From an optimization exercise on the open Yosys and OpenROAD flow, aimed at small area, a short achievable clock period and few clock cycles per item; shortcuts taken in it are not production practice.
RTL that was checked went through simulation tests only; none was proved equivalent to the original.
Function not checked in run 3: the RTL went through the layout flow alone.

`config.mk`:
```
export PLATFORM = sky130hd
export DESIGN_NAME = euler3
export DESIGN_NICKNAME = euler3
export VERILOG_FILES = /design/flow/design.v
export SDC_FILE = /design/flow/constraint.sdc
export NUM_CORES = 8
export LEC_CHECK = 0
export ABC_CLOCK_PERIOD_IN_PS = 200000
export CAP_MARGIN = 20
export CORE_MARGIN = 2
export CORE_UTILIZATION = 40
export CTS_BUF_LIST = sky130_fd_sc_hd__clkbuf_16
export CTS_CLUSTER_DIAMETER = 80
export CTS_CLUSTER_SIZE = 20
export PLACE_DENSITY = 0.45
export SLEW_MARGIN = 20
export SYNTH_HIERARCHICAL = 1
export SYNTH_MEMORY_MAX_BITS = 65536
export SYNTH_MINIMUM_KEEP_SIZE = 0
```
`design.v`:
```
module e3_fa(input a, input b, input c, output s, output co);
  assign s = a ^ b ^ c;
  assign co = (a & b) | (a & c) | (b & c);
endmodule
module e3_seln(input s1, input s2, input s3, input a, input b, input c, output yn);
  assign yn = ~((s1 & a) | (s2 & b) | (s3 & c));
endmodule
module e3_xnor2(input a, input b, output y);
  assign y = ~(a ^ b);
endmodule
module e3_p14(input mn13, input cn13, input mn14, output y);
  assign y = ~(mn14 ^ (mn13 | cn13));
endmodule
module e3_low(input rn0, input rn1, input dn, input yn0, input yn1, input x1,
              output s1, output s2, output s3, output cinn, output dno, output qn0, output qn1);
  wire un0, un1, wn0, wn1;
  e3_fa f1(.a(rn0), .b(dn), .c(yn0), .s(un0), .co(un1));
  e3_fa f2(.a(un1), .b(rn1), .c(yn1), .s(wn0), .co(wn1));
  wire b = ~wn0 ^ x1;
  assign s1 = ~un0 & b;
  assign s3 = ~un0 & ~b;
  assign s2 = un0 & ~wn0;
  assign cinn = un0 & wn0 & wn1;
  assign dno = wn1 | (wn0 & un0);
  assign qn0 = un0;
  assign qn1 = ~(s2 | s3);
endmodule
module e3_row(input [12:0] rn, input dn, input yn0, input yn1,
              input [12:0] x, input [14:0] x3,
              output [12:0] rno, output dno, output [1:0] qn);
  wire s1, s2, s3;
  wire [13:2] c;
  e3_low lo(.rn0(rn[0]), .rn1(rn[1]), .dn(dn), .yn0(yn0), .yn1(yn1), .x1(x[1]),
            .s1(s1), .s2(s2), .s3(s3), .cinn(c[2]), .dno(dno), .qn0(qn[0]), .qn1(qn[1]));
  wire [14:2] mn;
  genvar j;
  generate for (j = 2; j <= 12; j = j + 1) begin : sl
    e3_seln u(.s1(s1), .s2(s2), .s3(s3), .a(x[j]), .b(x[j-1]), .c(x3[j]), .yn(mn[j]));
  end endgenerate
  assign mn[13] = ~((s2 & x[12]) | (s3 & x3[13]));
  assign mn[14] = ~(s3 & x3[14]);
  generate for (j = 2; j <= 12; j = j + 1) begin : ad
    if (j < 12) begin : f
      e3_fa u(.a(rn[j]), .b(mn[j]), .c(c[j]), .s(rno[j-2]), .co(c[j+1]));
    end else begin : l
      e3_fa u(.a(rn[j]), .b(mn[j]), .c(c[j]), .s(rno[j-2]), .co(c[j+1]));
    end
  end endgenerate
  e3_xnor2 p13(.a(mn[13]), .b(c[13]), .y(rno[11]));
  e3_p14 p14(.mn13(mn[13]), .cn13(c[13]), .mn14(mn[14]), .y(rno[12]));
endmodule
module e3_or2(input a, input b, output y);
  assign y = a | b;
endmodule
module e3_rowt(input [12:0] rn, input dn, input yn0, input yn1,
               input [12:0] x, input [14:0] x3, input [13:0] ytn,
               output [14:0] rno, output dno, output [1:0] qn);
  wire s1, s2, s3, cinn;
  e3_low lo(.rn0(rn[0]), .rn1(rn[1]), .dn(dn), .yn0(yn0), .yn1(yn1), .x1(x[1]),
            .s1(s1), .s2(s2), .s3(s3), .cinn(cinn), .dno(dno), .qn0(qn[0]), .qn1(qn[1]));
  wire [14:2] mn;
  genvar j;
  generate for (j = 2; j <= 12; j = j + 1) begin : sl
    e3_seln u(.s1(s1), .s2(s2), .s3(s3), .a(x[j]), .b(x[j-1]), .c(x3[j]), .yn(mn[j]));
  end endgenerate
  assign mn[13] = ~((s2 & x[12]) | (s3 & x3[13]));
  assign mn[14] = ~(s3 & x3[14]);
  wire [15:2] sn;
  wire [15:3] kn;
  generate for (j = 2; j <= 12; j = j + 1) begin : cs
    e3_fa u(.a(rn[j]), .b(mn[j]), .c(ytn[j-2]), .s(sn[j]), .co(kn[j+1]));
  end endgenerate
  e3_xnor2 s13(.a(mn[13]), .b(ytn[11]), .y(sn[13]));
  e3_or2   k14(.a(mn[13]), .b(ytn[11]), .y(kn[14]));
  e3_xnor2 s14(.a(mn[14]), .b(ytn[12]), .y(sn[14]));
  e3_or2   k15(.a(mn[14]), .b(ytn[12]), .y(kn[15]));
  assign sn[15] = ytn[13];
  wire [16:3] c;
  e3_xnor2 r2(.a(sn[2]), .b(cinn), .y(rno[0]));
  e3_or2   c3(.a(sn[2]), .b(cinn), .y(c[3]));
  generate for (j = 3; j <= 15; j = j + 1) begin : ad
    e3_fa u(.a(sn[j]), .b(kn[j]), .c(c[j]), .s(rno[j-2]), .co(c[j+1]));
  end endgenerate
  assign rno[14] = c[16];
endmodule
module e3_chain(input [12:0] x, input [25:0] ycn, input [13:0] ytn, input first,
                input [12:0] srn, input sdn,
                output [12:0] orn, output odn,
                output [25:0] qn, output div, output k2);
  wire [14:0] x3;
  wire [13:1] k;
  assign x3[0] = x[0];
  assign x3[1] = x[1] ^ x[0];
  assign k[2] = x[1] & x[0];
  genvar i;
  generate for (i = 2; i <= 12; i = i + 1) begin : tx
    e3_fa u(.a(x[i]), .b(x[i-1]), .c(k[i]), .s(x3[i]), .co(k[i+1]));
  end endgenerate
  assign x3[13] = x[12] ^ k[13];
  assign x3[14] = x[12] & k[13];
  wire [12:0] rn [0:13];
  wire        dn [0:13];
  assign rn[0] = first ? ~x : srn;
  assign dn[0] = sdn | first;
  generate for (i = 0; i < 12; i = i + 1) begin : r
    e3_row u(.rn(rn[i]), .dn(dn[i]), .yn0(ycn[2*i]), .yn1(ycn[2*i+1]), .x(x), .x3(x3),
             .rno(rn[i+1]), .dno(dn[i+1]), .qn(qn[2*i+1:2*i]));
  end endgenerate
  wire [14:0] rt;
  e3_rowt ul(.rn(rn[12]), .dn(dn[12]), .yn0(ycn[24]), .yn1(ycn[25]), .x(x), .x3(x3), .ytn(ytn),
             .rno(rt), .dno(dn[13]), .qn(qn[25:24]));
  assign orn = rt[12:0];
  assign odn = dn[13];
  wire k1 = rt[14] & rt[13] & (&(rt[12:1] ^ x[12:1])) & (rt[0] ^ odn);
  assign k2 = rt[14] & (&(rt[13:2] ^ x[12:1])) & (rt[1] ^ odn) & ~(rt[0] ^ odn);
  assign div = k1 | k2;
endmodule
module e3_rom(input [7:0] a, output reg [31:0] g);
  always @(*) begin
    case (a)
      8'd1: g = 32'h22101202;
      8'd2: g = 32'h32120120;
      8'd3: g = 32'h21610101;
      8'd4: g = 32'h22122040;
      8'd5: g = 32'h15501040;
      8'd6: g = 32'h22240210;
      8'd7: g = 32'h1640120;
      8'd8: g = 32'h32104261;
      8'd9: g = 32'h43132122;
      8'd10: g = 32'h13212040;
      8'd11: g = 32'h21313510;
      8'd12: g = 32'h2242805;
      8'd13: g = 32'h12202242;
      8'd14: g = 32'h2210450;
      8'd15: g = 32'h34343215;
      8'd16: g = 32'h13123122;
      8'd17: g = 32'h1040546;
      8'd18: g = 32'h1610164;
      8'd19: g = 32'h21343191;
      8'd20: g = 32'h52322162;
      8'd21: g = 32'h4204021;
      8'd22: g = 32'h21018204;
      8'd23: g = 32'h340a2232;
      8'd24: g = 32'h22153224;
      8'd25: g = 32'h21084520;
      8'd26: g = 32'h20510120;
      8'd27: g = 32'h6483220f;
      8'd28: g = 32'h20132101;
      8'd29: g = 32'h52101045;
      8'd30: g = 32'h13212535;
      8'd31: g = 32'h21021613;
      8'd32: g = 32'hb0129420;
      8'd33: g = 32'h23405401;
      8'd34: g = 32'h45012822;
      8'd35: g = 32'h10126735;
      8'd36: g = 32'h70822540;
      8'd37: g = 32'h101232a0;
      8'd38: g = 32'h24640423;
      8'd39: g = 32'h70540105;
      8'd40: g = 32'hb8340120;
      8'd41: g = 32'h73107321;
      8'd42: g = 32'h5122310;
      8'd43: g = 32'h2621202a;
      8'd44: g = 32'h22521201;
      8'd45: g = 32'hc1235216;
      8'd46: g = 32'ha2021348;
      8'd47: g = 32'h46513705;
      8'd48: g = 32'h10122310;
      8'd49: g = 32'h40420132;
      8'd50: g = 32'h12054613;
      8'd51: g = 32'h12321670;
      8'd52: g = 32'h54322438;
      8'd53: g = 32'h40d02216;
      8'd54: g = 32'h52531613;
      8'd55: g = 32'h1c704921;
      8'd56: g = 32'h13251250;
      8'd57: g = 32'hd5010a3;
      8'd58: g = 32'h15021222;
      8'd59: g = 32'h27070405;
      8'd60: g = 32'ha0101379;
      8'd61: g = 32'h2104253;
      8'd62: g = 32'h64045042;
      8'd63: g = 32'h57223212;
      8'd64: g = 32'h34312610;
      8'd65: g = 32'h16402a22;
      8'd66: g = 32'h40164082;
      8'd67: g = 32'h10218316;
      8'd68: g = 32'h5a91502;
      8'd69: g = 32'h20a20221;
      8'd70: g = 32'h7520527;
      8'd71: g = 32'h4b801621;
      8'd72: g = 32'h24040402;
      8'd73: g = 32'h4e324040;
      8'd74: g = 32'h52842340;
      8'd75: g = 32'h82212805;
      8'd76: g = 32'hb1012640;
      8'd77: g = 32'h82237250;
      8'd78: g = 32'h42202107;
      8'd79: g = 32'h81208552;
      8'd80: g = 32'h502101b3;
      8'd81: g = 32'h26524e61;
      8'd82: g = 32'h42321054;
      8'd83: g = 32'h2122610;
      8'd84: g = 32'h21835704;
      8'd85: g = 32'h62d22205;
      8'd86: g = 32'h1853431;
      8'd87: g = 32'h227025b1;
      8'd88: g = 32'h222e1646;
      8'd89: g = 32'h1250123;
      8'd90: g = 32'h108102a2;
      8'd91: g = 32'h122c1205;
      8'd92: g = 32'h1207f43;
      8'd93: g = 32'h43126401;
      8'd94: g = 32'h31e20192;
      8'd95: g = 32'h21523224;
      8'd96: g = 32'h70402120;
      8'd97: g = 32'h92d65192;
      8'd98: g = 32'h26212381;
      8'd99: g = 32'h4354042;
      8'd100: g = 32'h310b4534;
      8'd101: g = 32'h2248312;
      8'd102: g = 32'h22240542;
      8'd103: g = 32'h22202423;
      8'd104: g = 32'h180a2b34;
      8'd105: g = 32'h40183e43;
      8'd106: g = 32'h85381202;
      8'd107: g = 32'h40425027;
      8'd108: g = 32'h70b16420;
      8'd109: g = 32'h10194040;
      8'd110: g = 32'h37502273;
      8'd111: g = 32'h12040e21;
      8'd112: g = 32'h32512322;
      8'd113: g = 32'h52b45615;
      8'd114: g = 32'h62483a02;
      8'd115: g = 32'h21234201;
      8'd116: g = 32'h7045046e;
      8'd117: g = 32'h28728b80;
      8'd118: g = 32'h43402180;
      8'd119: g = 32'h4021322;
      8'd120: g = 32'h61502215;
      8'd121: g = 32'h12319218;
      8'd122: g = 32'h15612613;
      8'd123: g = 32'h5522b1e0;
      8'd124: g = 32'h52810126;
      8'd125: g = 32'h7e505123;
      8'd126: g = 32'h25426a20;
      8'd127: g = 32'h6b224310;
      8'd128: g = 32'h10015312;
      default: g = 32'h0;
    endcase
  end
endmodule
module e3_gadd(input [12:0] prev, input [3:0] g, output [12:0] nxt);
  wire [4:0] k;
  assign k[0] = 1'b1;
  genvar i;
  generate for (i = 0; i < 4; i = i + 1) begin : f
    e3_fa u(.a(prev[i+1]), .b(g[i]), .c(k[i]), .s(nxt[i+1]), .co(k[i+1]));
  end endgenerate
  wire [12:5] h;
  assign h[5] = k[4];
  generate for (i = 5; i < 12; i = i + 1) begin : hh
    assign h[i+1] = h[i] & prev[i];
  end endgenerate
  assign nxt[12:5] = prev[12:5] ^ h[12:5];
  assign nxt[0] = prev[0];
endmodule
module euler3( input logic clk,
               input logic        reset,
               input logic        enable,
               input logic [63:0] max_value,
               output logic       results_valid,
               output logic [63:0] results
               );
  localparam C = 8;
  reg [63:0] y;
  reg        done;
  reg [1:0]  p;         
  reg        f0;        
  reg        dv;        
  reg [C-1:0] fr;       
  reg [1:0]  rl;        
  reg        wide;      
  reg [7:0] addr;
  reg [12:0] x0;        
  reg [12:0] x1;        
  reg [12:0] x2;        
  reg [12:0] x3;        
  reg [12:0] x4;        
  reg [12:0] x5;        
  reg [12:0] x6;        
  reg [12:0] x7;        
  wire [32:0] xw = {x2[6:0], x1, x0};    
  reg [12:0] srn0; reg sdn0;
  reg [12:0] srn1; reg sdn1;
  reg [12:0] srn2; reg sdn2;
  reg [12:0] srn3; reg sdn3;
  reg [12:0] srn4; reg sdn4;
  reg [12:0] srn5; reg sdn5;
  reg [12:0] srn6; reg sdn6;
  reg [12:0] srn7; reg sdn7;
  wire [32:0] wr = {srn2[6:0], srn1, srn0};   
  reg        wrun, wp2, winc;
  assign results = y;
  assign results_valid = done;
  reg idle;
  wire n1 = ~(|y[63:40]) & (y[39:27] < x0);    
  wire n2 = ({2'b0, y[63:53]} < x0);           
  wire first = f0;
  wire last = n1 ? (p == 2'd0) : n2 ? (p == 2'd1) : (p == 2'd2);
  wire [13:0] yt = (last & ~dv) ? ((p == 2'd0) ? y[39:26] : (p == 2'd1) ? {2'b0, y[63:52]} : 14'd0) : 14'd0;
  wire [13:0] ytn = ~yt;
  wire [25:0] ycn = ~((p == 2'd0) ? y[25:0] : (p == 2'd1) ? y[51:26] : {14'b0, y[63:52]});
  wire [C-1:0] div, k2;
  wire [12:0] orn0; wire odn0; wire [25:0] qn0;
  e3_chain ch0(.x(x0), .ycn(ycn), .ytn(ytn), .first(first), .srn(srn0), .sdn(sdn0),
               .orn(orn0), .odn(odn0), .qn(qn0), .div(div[0]), .k2(k2[0]));
  wire [12:0] orn1; wire odn1; wire [25:0] qn1;
  e3_chain ch1(.x(x1), .ycn(ycn), .ytn(ytn), .first(first), .srn(srn1), .sdn(sdn1),
               .orn(orn1), .odn(odn1), .qn(qn1), .div(div[1]), .k2(k2[1]));
  wire [12:0] orn2; wire odn2; wire [25:0] qn2;
  e3_chain ch2(.x(x2), .ycn(ycn), .ytn(ytn), .first(first), .srn(srn2), .sdn(sdn2),
               .orn(orn2), .odn(odn2), .qn(qn2), .div(div[2]), .k2(k2[2]));
  wire [12:0] orn3; wire odn3; wire [25:0] qn3;
  e3_chain ch3(.x(x3), .ycn(ycn), .ytn(ytn), .first(first), .srn(srn3), .sdn(sdn3),
               .orn(orn3), .odn(odn3), .qn(qn3), .div(div[3]), .k2(k2[3]));
  wire [12:0] orn4; wire odn4; wire [25:0] qn4;
  e3_chain ch4(.x(x4), .ycn(ycn), .ytn(ytn), .first(first), .srn(srn4), .sdn(sdn4),
               .orn(orn4), .odn(odn4), .qn(qn4), .div(div[4]), .k2(k2[4]));
  wire [12:0] orn5; wire odn5; wire [25:0] qn5;
  e3_chain ch5(.x(x5), .ycn(ycn), .ytn(ytn), .first(first), .srn(srn5), .sdn(sdn5),
               .orn(orn5), .odn(odn5), .qn(qn5), .div(div[5]), .k2(k2[5]));
  wire [12:0] orn6; wire odn6; wire [25:0] qn6;
  e3_chain ch6(.x(x6), .ycn(ycn), .ytn(ytn), .first(first), .srn(srn6), .sdn(sdn6),
               .orn(orn6), .odn(odn6), .qn(qn6), .div(div[6]), .k2(k2[6]));
  wire [12:0] orn7; wire odn7; wire [25:0] qn7;
  e3_chain ch7(.x(x7), .ycn(ycn), .ytn(ytn), .first(first), .srn(srn7), .sdn(sdn7),
               .orn(orn7), .odn(odn7), .qn(qn7), .div(div[7]), .k2(k2[7]));
  wire divany = |div;
  wire [C-1:0] fsel = div & ~(div - 1'b1);    
  wire [C-1:0] usel = dv ? fr : fsel;
  reg  [25:0] qn;              
  always @(*) begin
    qn = 0;
    if (usel[0]) qn = qn | qn0;
    if (usel[1]) qn = qn | qn1;
    if (usel[2]) qn = qn | qn2;
    if (usel[3]) qn = qn | qn3;
    if (usel[4]) qn = qn | qn4;
    if (usel[5]) qn = qn | qn5;
    if (usel[6]) qn = qn | qn6;
    if (usel[7]) qn = qn | qn7;
  end
  wire qk2 = |(usel & k2);     
  wire [32:1] z;
  genvar g;
  generate for (g = 1; g <= 32; g = g + 1) begin : zz
    if (g == 32) begin : t assign z[g] = 1'b1; end
    else begin : n assign z[g] = z[g+1] & ~y[2*g+1] & ~y[2*g]; end
  end endgenerate
  wire yevbig = ~y[0] & (|y[63:2]);
  wire ysmall = z[3] & ~y[5];           
  wire [31:0] pm32 = 32'ha08a28ac;         
  wire yprime32 = ysmall & pm32[y[4:0]];
  wire stop = ((|(x0[12:1] & z[12:1])) | (wide & (|({x2[6:0], x1} & z[32:13])))) & ~yevbig;
  wire [31:0] rg;
  e3_rom ur(.a(addr), .g(rg));
  wire [12:0] nx [0:7];
  e3_gadd ga0(.prev(x7), .g(rg[3:0]), .nxt(nx[0]));
  e3_gadd ga1(.prev(nx[0]), .g(rg[7:4]), .nxt(nx[1]));
  e3_gadd ga2(.prev(nx[1]), .g(rg[11:8]), .nxt(nx[2]));
  e3_gadd ga3(.prev(nx[2]), .g(rg[15:12]), .nxt(nx[3]));
  e3_gadd ga4(.prev(nx[3]), .g(rg[19:16]), .nxt(nx[4]));
  e3_gadd ga5(.prev(nx[4]), .g(rg[23:20]), .nxt(nx[5]));
  e3_gadd ga6(.prev(nx[5]), .g(rg[27:24]), .nxt(nx[6]));
  e3_gadd ga7(.prev(nx[6]), .g(rg[31:28]), .nxt(nx[7]));
  wire wq = wr[0] ^ y[0];
  wire [31:0] wa = wr[32:1];
  wire [31:0] wb = xw[32:1] & {32{wq & ~winc}};
  wire [32:0] wk;
  wire [32:0] wadd;
  assign wk[0] = winc | wr[0] | y[0];
  genvar h;
  generate for (h = 0; h < 32; h = h + 1) begin : wa_
    e3_fa u(.a(wa[h]), .b(wb[h]), .c(wk[h]), .s(wadd[h]), .co(wk[h+1]));
  end endgenerate
  assign wadd[32] = wk[32];
  wire wmatch = (wadd == xw);
  wire winb = wp2 ? ~wq : y[0];
  wire stop_adv = ~yevbig & (|(nx[0][12:1] & z[12:1]));
  wire [12:1] zq;
  generate for (g = 1; g <= 12; g = g + 1) begin : zqq
    if (g == 12) begin : t assign zq[g] = ~qn[25] & ~qn[24]; end
    else begin : n assign zq[g] = zq[g+1] & ~qn[2*g+1] & ~qn[2*g]; end
  end endgenerate
  wire stop_div = (|(x0[12:1] & zq)) & ~qk2;
  always @(posedge clk) begin
    idle <= reset | ~enable;
    if (!wide) srn0 <= orn0;
    sdn0 <= odn0;
    if (!wide) srn1 <= orn1;
    sdn1 <= odn1;
    if (!wide) srn2 <= orn2;
    sdn2 <= odn2;
    srn3 <= orn3;
    sdn3 <= odn3;
    srn4 <= orn4;
    sdn4 <= odn4;
    srn5 <= orn5;
    sdn5 <= odn5;
    srn6 <= orn6;
    sdn6 <= odn6;
    srn7 <= orn7;
    sdn7 <= odn7;
    if (idle) begin
      y <= max_value;
      done <= 1'b0;
      p <= 2'd0;
      f0 <= 1'b1;
      dv <= 1'b0;
      wide <= 1'b0;
      wrun <= 1'b0;
      wp2 <= 1'b0;
      winc <= 1'b0;
      addr <= 8'd1;
      x0 <= 13'd3;
      x1 <= 13'd5;
      x2 <= 13'd7;
      x3 <= 13'd11;
      x4 <= 13'd13;
      x5 <= 13'd17;
      x6 <= 13'd19;
      x7 <= 13'd23;
    end else if (!done) begin
      if (!wide) begin
        if (dv) begin
          case (p)
            2'd0: y[25:0] <= qn;
            2'd1: y[51:26] <= qn;
            default: y[63:52] <= qn[11:0];
          endcase
          if (p == rl) begin dv <= 1'b0; p <= 2'd0; f0 <= 1'b1; end
          else begin p <= p + 2'd1; f0 <= 1'b0; end
        end else if (first && (stop || (yprime32 && addr == 8'd1))) begin
          done <= 1'b1;
        end else if (!last) begin
          p <= p + 2'd1;
          f0 <= 1'b0;
        end else begin
          p <= 2'd0;
          f0 <= 1'b1;
          if (divany && yevbig) begin
            y <= {1'b0, y[63:1]};    
          end else if (divany) begin
            if (first) begin
              begin
                y[25:0] <= qn;
                y[26] <= qk2;
                y[39:27] <= 0;
                if (stop_div) done <= 1'b1;
              end
            end else begin
              case (p)
                2'd1: begin y[51:26] <= qn; y[52] <= qk2; y[63:53] <= 0; end
                default: y[63:52] <= qn[11:0];
              endcase
              dv <= 1'b1;
              fr <= fsel;
              rl <= p - 2'd1;
            end
          end else begin
            if (addr == 8'd129) begin
              wide <= 1'b1;
              {x2[6:0], x1, x0} <= 33'd8193;
            end else begin
              addr <= addr + 1'b1;
              x0 <= nx[0];
              x1 <= nx[1];
              x2 <= nx[2];
              x3 <= nx[3];
              x4 <= nx[4];
              x5 <= nx[5];
              x6 <= nx[6];
              x7 <= nx[7];
              if (stop_adv) done <= 1'b1;
            end
            if (yevbig) y <= {1'b0, y[63:1]};
          end
        end
      end else begin
        if (winc) begin
          winc <= 1'b0;
          {x2[6:0], x1, x0} <= {wadd[31:0], 1'b1};
        end else if (!wrun) begin
          if (stop) done <= 1'b1;
          else begin
            wrun <= 1'b1;
            addr <= 0;
            {srn2[6:0], srn1, srn0} <= xw;
          end
        end else begin
          {srn2[6:0], srn1, srn0} <= wadd;
          y <= {winb, y[63:1]};
          addr <= addr + 1'b1;
          if (addr[5:0] == 6'd63) begin
            if (!wp2) begin
              {srn2[6:0], srn1, srn0} <= xw;
              if (wmatch) wp2 <= 1'b1;
              else begin wrun <= 1'b0; winc <= 1'b1; end
            end else begin
              wp2 <= 1'b0;
              wrun <= 1'b0;
            end
          end
        end
      end
    end
  end
endmodule
```
`flow/run.sh`:
```
#!/bin/bash
# The standard layout (the standard.sh, unchanged synthesis and steps), with one
# difference: the port buffers that buffer_ports inserts are sky130_fd_sc_hd__buf_2
# cells instead of the delay buffers it picks by default.
set -euo pipefail
export BUFFER_PORTS_ARGS="-buffer_cell sky130_fd_sc_hd__buf_2"
bash standard.sh > standard.log 2>&1
```
`standard.sh`:
```
#!/bin/bash
# synth_recipe.tcl (not shown) runs the flow's synth.tcl, then flattens the netlist and writes it again
# the make line also repeats each setting of config.mk as NAME=value (left out here)
make -C /OpenROAD-flow-scripts/flow DESIGN_CONFIG=/design/flow/config.mk WORK_HOME=/design/flow/orfs CLKGATE_MAP_FILE= SYNTH_SCRIPT=/design/flow/synth_recipe.tcl "${@:-finish}"
```
`constraint.sdc`:
```
create_clock -name core_clock -period 250.0 [get_ports {clk}]
set_input_delay 50.0000 -clock core_clock [delete_from_list [all_inputs] [get_ports {clk}]]
set_output_delay 50.0000 -clock core_clock [all_outputs]
set_load 0.01 [all_outputs]
```
==> impl_metrics.ini, run 1 <==
[clock_tree]
cts_hold_buf = 0
clock-root-buffer = clkbuf_16
clkSinkCount = 308
cts_buffer_depth = 3
cts_buffers = 28
clkLatencyLatePin_ps = 700
htreeDepth = 1
clk_pin_slew_ps = 90
post_cts_resized = 0
cts_tree = yes
postCtsSetupRepairBufs = 0

[flow_run]
max_cap_violations = 0

[global_route]
grt-ovfl-total = 0
grt_max_degree = 131
grt_pass1_wl_um = 589000
antenna_found_initial = 25
grt_use_total = 0.397
grt_pass1_vias = 74545

[timing]
rsz0062_at_grt = no
fmax_mhz = 19.2
setup_viol = 0
max_slew_margin = 0.133
fin_setup_tns_ps = 0
period_share = 0.208
worst_pin_slew_ps = 1300
slew_viol_final = 0
period_needed_ps = 51970
timing.final.hold_violations = 0
skew_ps = 43.1

[floorplanning]
die_x_um = 455
coreArea_sq_mm = 0.202
pin_count = 132
rows = 165
start_util = 0.402
die_y_um = 455
die_area_sq_mm = 0.207

[routing]
drt_pass1_iterations = 15
drc_errors = 0
via_per_inst = 7.31
dr_total_vias = 76663
wl_per_cell_um = 39.8
ant_nets = 0
routed_wl_um = 417000
drt_iter0_drc = 16466

[synthesis]
syn_area_per_cell_sq_um = 10.7
yosysMostFrequentCell = fa_1
ys_top_cells_by_area = fa_1 (40%), a222oi_1 (14%), dfxtp_1 (5.6%)
syn_area_sq_mm = 0.0812
synth_edf_count = 80
synth_cell_types = 104
synth_area_leader_cell = fa_1
ys_ff_latch = 308
synth_top_area_share = 0.396
ys_warn_count = 9
yosys-top-cells-count = fa_1 (1,608), a222oi_1 (1,174), nor2_1 (499)
yosysSeqAreaShare = 0.0858
ys_async_sr_fraction = 0
synth_flop_cell = dfxtp_1
syn_inst = 7565
syn_nets = 9354

[place]
dp_hpwl_um = 313000
place_congestion = 1.04
dpl_cell_area_sq_mm = 0.0868
portBuffers = 131

[cells_and_area]
num-fill-cells = 19588
syn_to_final_growth_pct = 8.18
fin_area_sq_mm = 0.0878
final_nets = 9571
drive_gt1_frac = 0.151

[setup_path]
worst_path_max_delay_cell = edfxtp_1
cp.required_ps = 200000
cp_max_fo = 4
worstReg2RegEnd = done
max_stage_delay_ps = 1010
arrival_ps = 1970
startpoint_type = flop
cp_num_cells = 1
cp-end-kind = output pin
regToRegStartpoint = p[1]
reg2reg_slack_ps = 199580
worstSetupPathType = reg -> out
crit_family = flip-flops
crit_start = y[24]
reg2regPathDepth = 113
crit_chain = buf_2
path_buf_inv = 1
setup.worst_path.end = results[24]

[hold_path]
hold_path_depth = 2
hp-class = reg -> reg

[status]
outcome = finished clean
==> layout make-up <==
| cell class | instances | area, sq um | area share |
|---|---|---|---|
| diodes | 11 | 27.5 | 0.000313 |
| clock buffers | 29 | 726 | 0.00826 |
| clock inverters | 23 | 265 | 0.00302 |
| inverters | 158 | 593 | 0.00675 |
| multi-input cells | 6813 | 72600 | 0.827 |
| flip-flops and latches | 308 | 7010 | 0.0798 |
| well taps | 2672 | 3340 | 0.0381 |
| repair buffers | 473 | 3240 | 0.0369 |
==> sequential cells by signal (all words and copies together) (netlist names), 13 cells and up <==
register and flops:
x6 13, x4 13, srn2 13, srn7 13, x0 13, srn1 13
x7 13, x5 13, srn4 13, x3 13, y 64, srn3 13
x2 13, srn6 13, srn0 13, srn5 13, x1 13
==> metal layers <==
| metal | vias up | track usage | part of all wire |
|---|---|---|---|
| li1 | 30489 | - | - |
| met1 | 39720 | 0.532 | 0.39 |
| met2 | 5470 | 0.582 | 0.43 |
| met3 | 964 | 0.0866 | 0.11 |
| met4 | 20 | 0.250 | 0.079 |
| met5 | - | 0 | 0.00033 |
==> cells by family (layout without fill, tap and decap cells) <==
logic type               count (synthesis)  after routing  synth area share
other                                    8             19          0.000370
AND/OR/NAND/NOR                       1874           1874             0.128
multiplexers                           210            210            0.0263
XOR/XNOR                               670            670            0.0723
flip-flops                             308            308            0.0858
adder cells (fa/ha/maj)               1722           1722             0.414
AO/OA/AOI/OAI                         2329           2329             0.248
buffers and inverters                  444            683            0.0246
==> cells in the final DEF, fill, tap and decap left out, drive strengths merged, types with 18 or more instances in the layout <==
master,netlist,final
nor2,502,502
o211ai,49,49
clkbuf,140,29
a31oi,26,26
a211oi,53,53
and2,36,36
a22oi,163,163
or2,40,40
mux2i,193,193
inv,157,168
buf,146,473
xnor2,338,338
a21o,119,119
nor2b,140,140
nand3,93,93
nand2b,41,41
a21oi,326,326
nand2,484,484
dfxtp,228,228
and2b,107,107
a222oi,1174,1174
o21ai,156,156
nand4,44,44
edfxtp,80,80
a311oi,37,37
and3,144,144
xor2,332,332
o31ai,18,18
nor4,63,63
or3,47,47
fa,1608,1608
nor3b,18,18
ha,114,114
a221oi,62,62
nor3,76,76
==> Yosys stat by module (local to each module, per instance), a selection <==
module	times used	flip-flops and latches	area (sq um)
e3_rom	1	0	5010
e3_p14	96	0	12.5
e3_rowt	8	0	23.8
e3_xnor2	120	0	8.76
e3_or2	24	0	6.26
e3_low	104	0	63.8
==> per-stage QoR <==
| stage | util | cells | worst slack (ps) | hold WS, ps |
|---|---|---|---|---|
| 2_1_floorplan | - | 7565 | 199520 | 465 |
| 3_3_place_gp | 0.430 | 10422 | 198870 | 444 |
| 3_5_place_dp | 0.430 | 10423 | 198860 | 449 |
| 4_1_cts | 0.435 | 10475 | 198140 | 471 |
| 5_1_grt | 0.435 | 10478 | 198110 | 508 |
| 6_report | 0.435 | 10487 | 198030 | 476 |
==> worst min path at each step <==
stage               endpoint  slack, ps  startpoint
floorplan              x3[0]        460       x3[0]
global placement       x4[4]        440       x4[4]
finish                 x5[5]        480       x5[5]
detailed placement     x5[5]        450       x5[5]
CTS                    x5[5]        470       x5[5]
global route           x4[4]        510       x4[4]
Testbench counts, summed over its fixed seeds: cycles 18,181, items 192.
==> run 2, diff against run 1 <==
--- a/config.mk
+++ b/config.mk
@@ -9,9 +9,9 @@
 export CAP_MARGIN = 20
 export CORE_MARGIN = 2
-export CORE_UTILIZATION = 40
+export CORE_UTILIZATION = 55
 export CTS_BUF_LIST = sky130_fd_sc_hd__clkbuf_16
 export CTS_CLUSTER_DIAMETER = 80
 export CTS_CLUSTER_SIZE = 20
-export PLACE_DENSITY = 0.45
+export PLACE_DENSITY = 0.6
 export SLEW_MARGIN = 20
 export SYNTH_HIERARCHICAL = 1
==> run 2 against run 1 <==
  * Design area decreased by 1.2%
  * Synthesized cell count is the same
  * Via count up 2.5%
  * Setup slack gained 190 ps
  * Count of clock-buffer cells in the layout rose by 8
  * Critical path depth did not move
  * Synthesized area did not move
  * Register-to-register slack improved by 530 ps
  * Cell count fell by 7.3%
  * Maximum frequency increased by 0.38%
  * Clock skew is 5.1 ps higher
  * Critical endpoint is now results[57]
==> impl_metrics.ini, run 2 <==
[timing]
rsz0062_at_grt = no
period_share = 0.207
skew_ps = 48.2
max_slew_margin = 0.104
finalWorstSetupSlack_ps = 198220
fmax_mhz = 19.3
slew_viol_final = 0
worst_pin_slew_ps = 1340
period_needed_ps = 51780
setup_viol = 0
fin_setup_tns_ps = 0
timing.final.hold_violations = 0
holdWs_ps = 462

[floorplanning]
coreArea_sq_mm = 0.146
die_area_sq_mm = 0.151
pin_count = 132
rows = 140
start_util = 0.556
die_y_um = 388
die_x_um = 388

[global_route]
grtUsageMet3 = 0.224
grt_use_total = 0.481
grt_pass1_wl_um = 534000
met1_usage = 0.646
busiest_layer = met1
grt-ovfl-total = 0
grtUsageMet2 = 0.636
antenna_found_initial = 39
grt_pass1_vias = 74872
grt_max_degree = 74

[synthesis]
syn_nets = 9354
synth_area_leader_cell = fa_1
ys_warn_count = 9
syn_area_sq_mm = 0.0812
synth_top_family_by_area = adder cells
synth_fa_ha_area_frac = 0.414
ys_async_sr_fraction = 0
synthSimpleGateAreaFrac = 0.128
synthMuxAreaShare = 0.0263
synth_flop_cell = dfxtp_1
synth-xor-area-share = 0.0723
synth_top_area_share = 0.396
ys_top_cells_by_area = fa_1 (40%), a222oi_1 (14%), dfxtp_1 (5.6%)
yosys-top-cells-count = fa_1 (1,608), a222oi_1 (1,174), nor2_1 (499)
synth_edf_count = 80
yosysSeqAreaShare = 0.0858
synth-compound-area-share = 0.248
syn_area_per_cell_sq_um = 10.7
yosysMostFrequentCell = fa_1
synth_cell_types = 104
syn_inst = 7565
ys_ff_latch = 308

[cells_and_area]
final_cell_mix = fa_1 (1,608), a222oi_1 (1,174), nor2_1 (495), nand2_1 (483), xnor2_1 (338)
top_register = y
final_nets = 9534
fin_util = 0.594
drive_gt1_frac = 0.146
largest_reg_flops = 64
final_common_cell = fa_1
syn_to_final_growth_pct = 6.88

[routing]
routed_wl_um = 371000
via_per_inst = 8.08
dr_total_vias = 78556
drt_pass1_iterations = 22
wl_per_cell_um = 38.2
ant_nets = 0
drc_errors = 0
drt_iter0_drc = 19865

[setup_path]
startpoint_type = flop
worstReg2RegEnd = done
path_buf_inv = 1
cp.required_ps = 200000
worst_path_max_delay_cell = edfxtp_1
regToRegStartpoint = p[0]
max_stage_delay_ps = 900
crit_family = flip-flops
cp_max_fo = 6
cp-end-kind = output pin
crit_chain = buf_2
crit_start = y[57]
reg2reg_slack_ps = 200110
reg2regPathDepth = 111
arrival_ps = 1780
worstSetupPathType = reg -> out

[place]
place_congestion = 1.07
pre_cts_ws_ps = 198970
portBuffers = 131
dp_hpwl_um = 276000

[clock_tree]
post_cts_resized = 0
cts_hold_buf = 0
clock-root-buffer = clkbuf_16
htreeDepth = 2
clkSinkCount = 308
clk_pin_slew_ps = 80
postCtsSetupRepairBufs = 0
cts_buffer_depth = 3
clkLatencyLatePin_ps = 630
cts_tree = yes
cts_buffers = 34

[hold_path]
hold_path_depth = 2
holdPathEnd = x7[3]
hp-start = x7[3]
hp-class = reg -> reg

[flow_run]
max_cap_violations = 0

[status]
outcome = finished clean
-- run 2: cell count changes in the layout (fill, tap and decap cells not counted), moves of 4 or more --
| cell | delta |
|---|---|
| a21oi_2 | +14 |
| diode_2 | +26 |
| a21oi_4 | -13 |
| a2111oi_0 | -5 |
| dfxtp_2 | -4 |
| a2111oi_1 | +5 |
| buf_4 | -46 |
| dfxtp_1 | +4 |
| clkbuf_16 | +8 |
-- run 2: worst max path at each step --
stage,endpoint,slack (ps),cells after the start
after CTS,results[54],198320,1
after global placement,results[54],198970,1
after detailed placement,results[54],198970,1
after global routing,results[54],198260,1
final,results[57],198220,1
after floorplan,results[2],199520,0
-- run 2: cell families after synthesis --
family / count (synthesis)
fa+ha+maj: 1722
mux: 210
xor+xnor: 670
simple gates: 1874
compound gates: 2329
other cells: 8
buf+inv: 444
flops: 308
-- run 2: layout make-up --
class,count,area (sq um)
clock inverter,25,324
timing repair buffer,430,2920
multi-input combinational,6813,72500
sequential,308,7000
inverter,158,593
clock buffer,37,926
tap,1917,2400
fill,12572,59300
antenna,37,92.6
-- run 2: tightest hold or removal path, stage by stage (launching register included) --
cell	delay (ps)
dfxtp_1	320
nand2_1	50
a21oi_1	50
-- run 2: through the flow --
| stage | instance area [sq um] | std cells |
|---|---|---|
| 2_1_floorplan | 81200 | 7565 |
| 3_3_place_gp | 85400 | 9620 |
| 3_5_place_dp | 85400 | 9624 |
| 4_1_cts | 86700 | 9686 |
| 5_1_grt | 86700 | 9691 |
| 6_report | 86800 | 9725 |
-- run 2: Yosys stat by module (local to each module, per instance), a selection --
module / flip-flops and latches / times used
e3_rowt: 0 / 8
e3_chain: 0 / 8
e3_seln: 0 / 1144
e3_xnor2: 0 / 120
e3_low: 0 / 104
e3_row: 0 / 96
-- run 2: layer usage --
metal / share of wire / vias to the layer above
met2: 0.39 / 7549
met5: 0.00070 / -
met4: 0.066 / 26
met3: 0.18 / 1121
li1: - / 30500
met1: 0.36 / 39360
==> run 3, diff against run 2 <==
--- a/design.v
+++ b/design.v
@@ -353,4 +353,41 @@
   end
   wire qk2 = |(usel & k2);     
+  reg [4:0] lpf5;
+  always @(*) begin
+    case (y[4:0])
+      5'd0: lpf5 = 5'd0;
+      5'd1: lpf5 = 5'd1;
+      5'd2: lpf5 = 5'd2;
+      5'd3: lpf5 = 5'd3;
+      5'd4: lpf5 = 5'd2;
+      5'd5: lpf5 = 5'd5;
+      5'd6: lpf5 = 5'd3;
+      5'd7: lpf5 = 5'd7;
+      5'd8: lpf5 = 5'd2;
+      5'd9: lpf5 = 5'd3;
+      5'd10: lpf5 = 5'd5;
+      5'd11: lpf5 = 5'd11;
+      5'd12: lpf5 = 5'd3;
+      5'd13: lpf5 = 5'd13;
+      5'd14: lpf5 = 5'd7;
+      5'd15: lpf5 = 5'd5;
+      5'd16: lpf5 = 5'd2;
+      5'd17: lpf5 = 5'd17;
+      5'd18: lpf5 = 5'd3;
+      5'd19: lpf5 = 5'd19;
+      5'd20: lpf5 = 5'd5;
+      5'd21: lpf5 = 5'd7;
+      5'd22: lpf5 = 5'd11;
+      5'd23: lpf5 = 5'd23;
+      5'd24: lpf5 = 5'd3;
+      5'd25: lpf5 = 5'd5;
+      5'd26: lpf5 = 5'd13;
+      5'd27: lpf5 = 5'd3;
+      5'd28: lpf5 = 5'd7;
+      5'd29: lpf5 = 5'd29;
+      5'd30: lpf5 = 5'd5;
+      5'd31: lpf5 = 5'd31;
+    endcase
+  end
   wire [32:1] z;
   genvar g;
@@ -361,6 +398,4 @@
   wire yevbig = ~y[0] & (|y[63:2]);
   wire ysmall = z[3] & ~y[5];           
-  wire [31:0] pm32 = 32'ha08a28ac;         
-  wire yprime32 = ysmall & pm32[y[4:0]];
   wire stop = ((|(x0[12:1] & z[12:1])) | (wide & (|({x2[6:0], x1} & z[32:13])))) & ~yevbig;
   wire [31:0] rg;
@@ -442,6 +477,7 @@
           if (p == rl) begin dv <= 1'b0; p <= 2'd0; f0 <= 1'b1; end
           else begin p <= p + 2'd1; f0 <= 1'b0; end
-        end else if (first && (stop || (yprime32 && addr == 8'd1))) begin
+        end else if (first && (stop || (ysmall && addr == 8'd1))) begin
           done <= 1'b1;
+          if (ysmall) y[4:0] <= lpf5;    
         end else if (!last) begin
           p <= p + 2'd1;
--- a/config.mk
+++ b/config.mk
@@ -9,9 +9,9 @@
 export CAP_MARGIN = 20
 export CORE_MARGIN = 2
-export CORE_UTILIZATION = 55
+export CORE_UTILIZATION = 40
 export CTS_BUF_LIST = sky130_fd_sc_hd__clkbuf_16
 export CTS_CLUSTER_DIAMETER = 80
 export CTS_CLUSTER_SIZE = 20
-export PLACE_DENSITY = 0.6
+export PLACE_DENSITY = 0.45
 export SLEW_MARGIN = 20
 export SYNTH_HIERARCHICAL = 1
==> run 3 against run 2 <==
  * Routed wire length grew 14%
  * Clock skew shrank 7.5 ps
  * Setup slack worse by 64 ps
  * Synthesized cell count up 0.53%
  * Via count shrank 2.2%
  * Synthesized area increased by 0.59%
  * Non-clock buffer count rose by 67
  * Maximum frequency decreased by 0.12%
  * Die area is 38% higher
  * Still clean
  * Core utilization down 15 points
  * Hold slack improved by 24 ps
==> impl_metrics.ini, run 3 <==
[status]
outcome = finished clean

[routing]
met1Wirelength_um = 164000
drc_errors = 0
top_layer = met5
routed_wl_um = 424000
ant_nets = 0
dr_wl_met3_um = 49700
wl_met2_um = 177000
via_per_inst = 7.26
wl_per_cell_um = 40.1
drt_iter0_drc = 17383
dr_total_vias = 76823
drt_pass1_iterations = 14

[setup_path]
worst_path_max_delay_cell = edfxtp_1
crit_start = y[0]
worstReg2RegEnd = lpf5[1]
reg2reg_slack_ps = 199380
startpoint_type = flop
crit_chain = buf_2
cp-end-kind = output pin
regToRegStartpoint = p[1]
worstSetupPathType = reg -> out
path_buf_inv = 1
max_stage_delay_ps = 840
cp.required_ps = 200000
arrival_ps = 1840
crit_family = flip-flops
cp_max_fo = 8
reg2regPathDepth = 117

[synthesis]
yosysSeqAreaShare = 0.0865
synth_edf_count = 80
syn_area_sq_mm = 0.0817
ys_top_cells_by_area = fa_1 (39%), a222oi_1 (14%), dfxtp_1 (5.7%)
yosysMostFrequentCell = fa_1
yosys-top-cells-count = fa_1 (1,608), a222oi_1 (1,159), nor2_1 (538)
ys_warn_count = 9
ys_ff_latch = 313
syn_nets = 9400
ys_async_sr_fraction = 0
synth_flop_cell = dfxtp_1
syn_inst = 7605
synth_cell_types = 110
synth_area_leader_cell = fa_1
syn_area_per_cell_sq_um = 10.7
synth_top_area_share = 0.394

[cells_and_area]
top_register = y
largest_reg_flops = 64
final_nets = 9655
final_common_cell = fa_1
final_cell_mix = fa_1 (1,608), a222oi_1 (1,159), nor2_1 (536), nand2_1 (497), buf_4 (362)
drive_gt1_frac = 0.164
stdcell_count = 10582
syn_to_final_growth_pct = 9.09

[clock_tree]
clock-root-buffer = clkbuf_16
cts_buffers = 38
cts_buffer_depth = 3
cts_tree = yes
clkLatencyLatePin_ps = 690
htreeDepth = 2
post_cts_resized = 0
postCtsSetupRepairBufs = 0
clkSinkCount = 313
clk_pin_slew_ps = 80
cts_hold_buf = 0

[global_route]
antenna_found_initial = 33
grt_use_total = 0.400
grt_pass1_wl_um = 599000
grt_pass1_vias = 75358
grt_max_degree = 114
grt-ovfl-total = 0

[timing]
fmax_mhz = 19.3
setup_viol = 0
finalWorstSetupSlack_ps = 198160
timing.final.hold_violations = 0
worst_pin_slew_ps = 1280
holdWs_ps = 486
rsz0062_at_grt = no
period_needed_ps = 51840
skew_ps = 40.7
fin_setup_tns_ps = 0
period_share = 0.207
max_slew_margin = 0.138
slew_viol_final = 0

[flow_run]
max_cap_violations = 0

[floorplanning]
rows = 165
die_y_um = 456
die_area_sq_mm = 0.208
start_util = 0.403
die_x_um = 456
pin_count = 132
coreArea_sq_mm = 0.203

[place]
dp_hpwl_um = 320000
placedCellCount = 10488
pre_cts_ws_ps = 197740
place_congestion = 1.08
portBuffers = 131

[hold_path]
hp-class = reg -> reg
hold_path_depth = 2
holdPathEnd = x3[12]
hp-start = x3[12]
[run 3: modules after synthesis (local to each module, per instance), excerpt]
module | copies in the design | flops+latches
euler3 | 1 | 313
e3_rom | 1 | 0
e3_chain | 8 | 0
e3_low | 104 | 0
e3_rowt | 8 | 0
e3_fa | 1608 | 0
e3_row | 96 | 0
e3_p14 | 96 | 0
e3_xnor2 | 120 | 0
e3_or2 | 24 | 0
[run 3: cells by family (layout without fill, tap and decap cells)]
logic type	Yosys count	after routing	synth area share
DFF	313	313	0.0865
buffers and inverters	439	724	0.0232
AOI/OAI and AO/OA	2295	2295	0.245
adders and majority gates	1728	1728	0.412
muxes	222	222	0.0290
and+or+nand+nor	1922	1922	0.131
xor gates and xnor gates	678	678	0.0727
other	8	28	0.000368
[run 3: per-layer routing]
metal	up-vias	track usage
met5	-	0
met4	12	0.252
met3	836	0.105
met2	5444	0.571
met1	39892	0.536
li1	30639	-
[run 3: tightest hold or removal path, stage by stage, from the launching register on]
cell     delay (ps)
dfxtp_1         320
nand2_1          60
a21oi_1          60
[run 3: final cells by class]
class / count / area, sq um
timing repair buffer: 497 / 3450
tap: 2672 / 3340
antenna: 20 / 50.0
clock buffer: 42 / 1050
clock inverter: 28 / 320
fill: 19528 / 113000
multi-input combinational: 6853 / 73200
sequential: 313 / 7110
inverter: 157 / 589
[run 3: worst max path at each step]
stage / to / slack (ps) / cells past startpoint
detailed placement: lpf5[1] / 197740 / 12
global placement: lpf5[1] / 197730 / 12
floorplan: lpf5[1] / 198280 / 11
global route: lpf5[1] / 196860 / 117
finish: results[0] / 198160 / 1
CTS: results[0] / 198150 / 1
[run 3: through the flow]
stage | instance area (sq um) | utilization
finish | 89100 | 0.440
global route | 89100 | 0.440
CTS | 88900 | 0.439
detailed placement | 87600 | 0.432
global placement | 87600 | 0.432
floorplan | 81700 | -

==> re-timing with driven ports <==
Ports are ideal in the flow. The routed layouts listed here were re-timed in OpenROAD.
Step 1: set_driving_cell puts a clkbuf_16 on clk and a buf_2 on each other input, an assumption about the parent block.
Step 2 also shifts input and output timing later by t, the mid clock arrival at the registers, as if the neighbouring blocks saw the same clock.
a / b / c = ideal ports / drivers / drivers and shift; a / b = the first two.
run | t, ns | setup WS [ns] | hold slack, ns | cell pins on the clock port's net
run 1 | 0.758 | 198.028 / 197.950 / 198.708 | 0.476 / 0.476 / 0.476 | 1
run 2 | 0.673 | 198.222 / 198.157 / 198.830 | 0.462 / 0.462 / 0.462 | 1
run 3 | 0.742 | 198.158 / 198.083 / 197.663 | 0.486 / 0.486 / 0.486 | 1
After both steps every run listed still meets setup and hold. For run 3, which loses most, drivers alone change the setup slack by -0.075 ns; drivers and shift together by -0.495 ns.
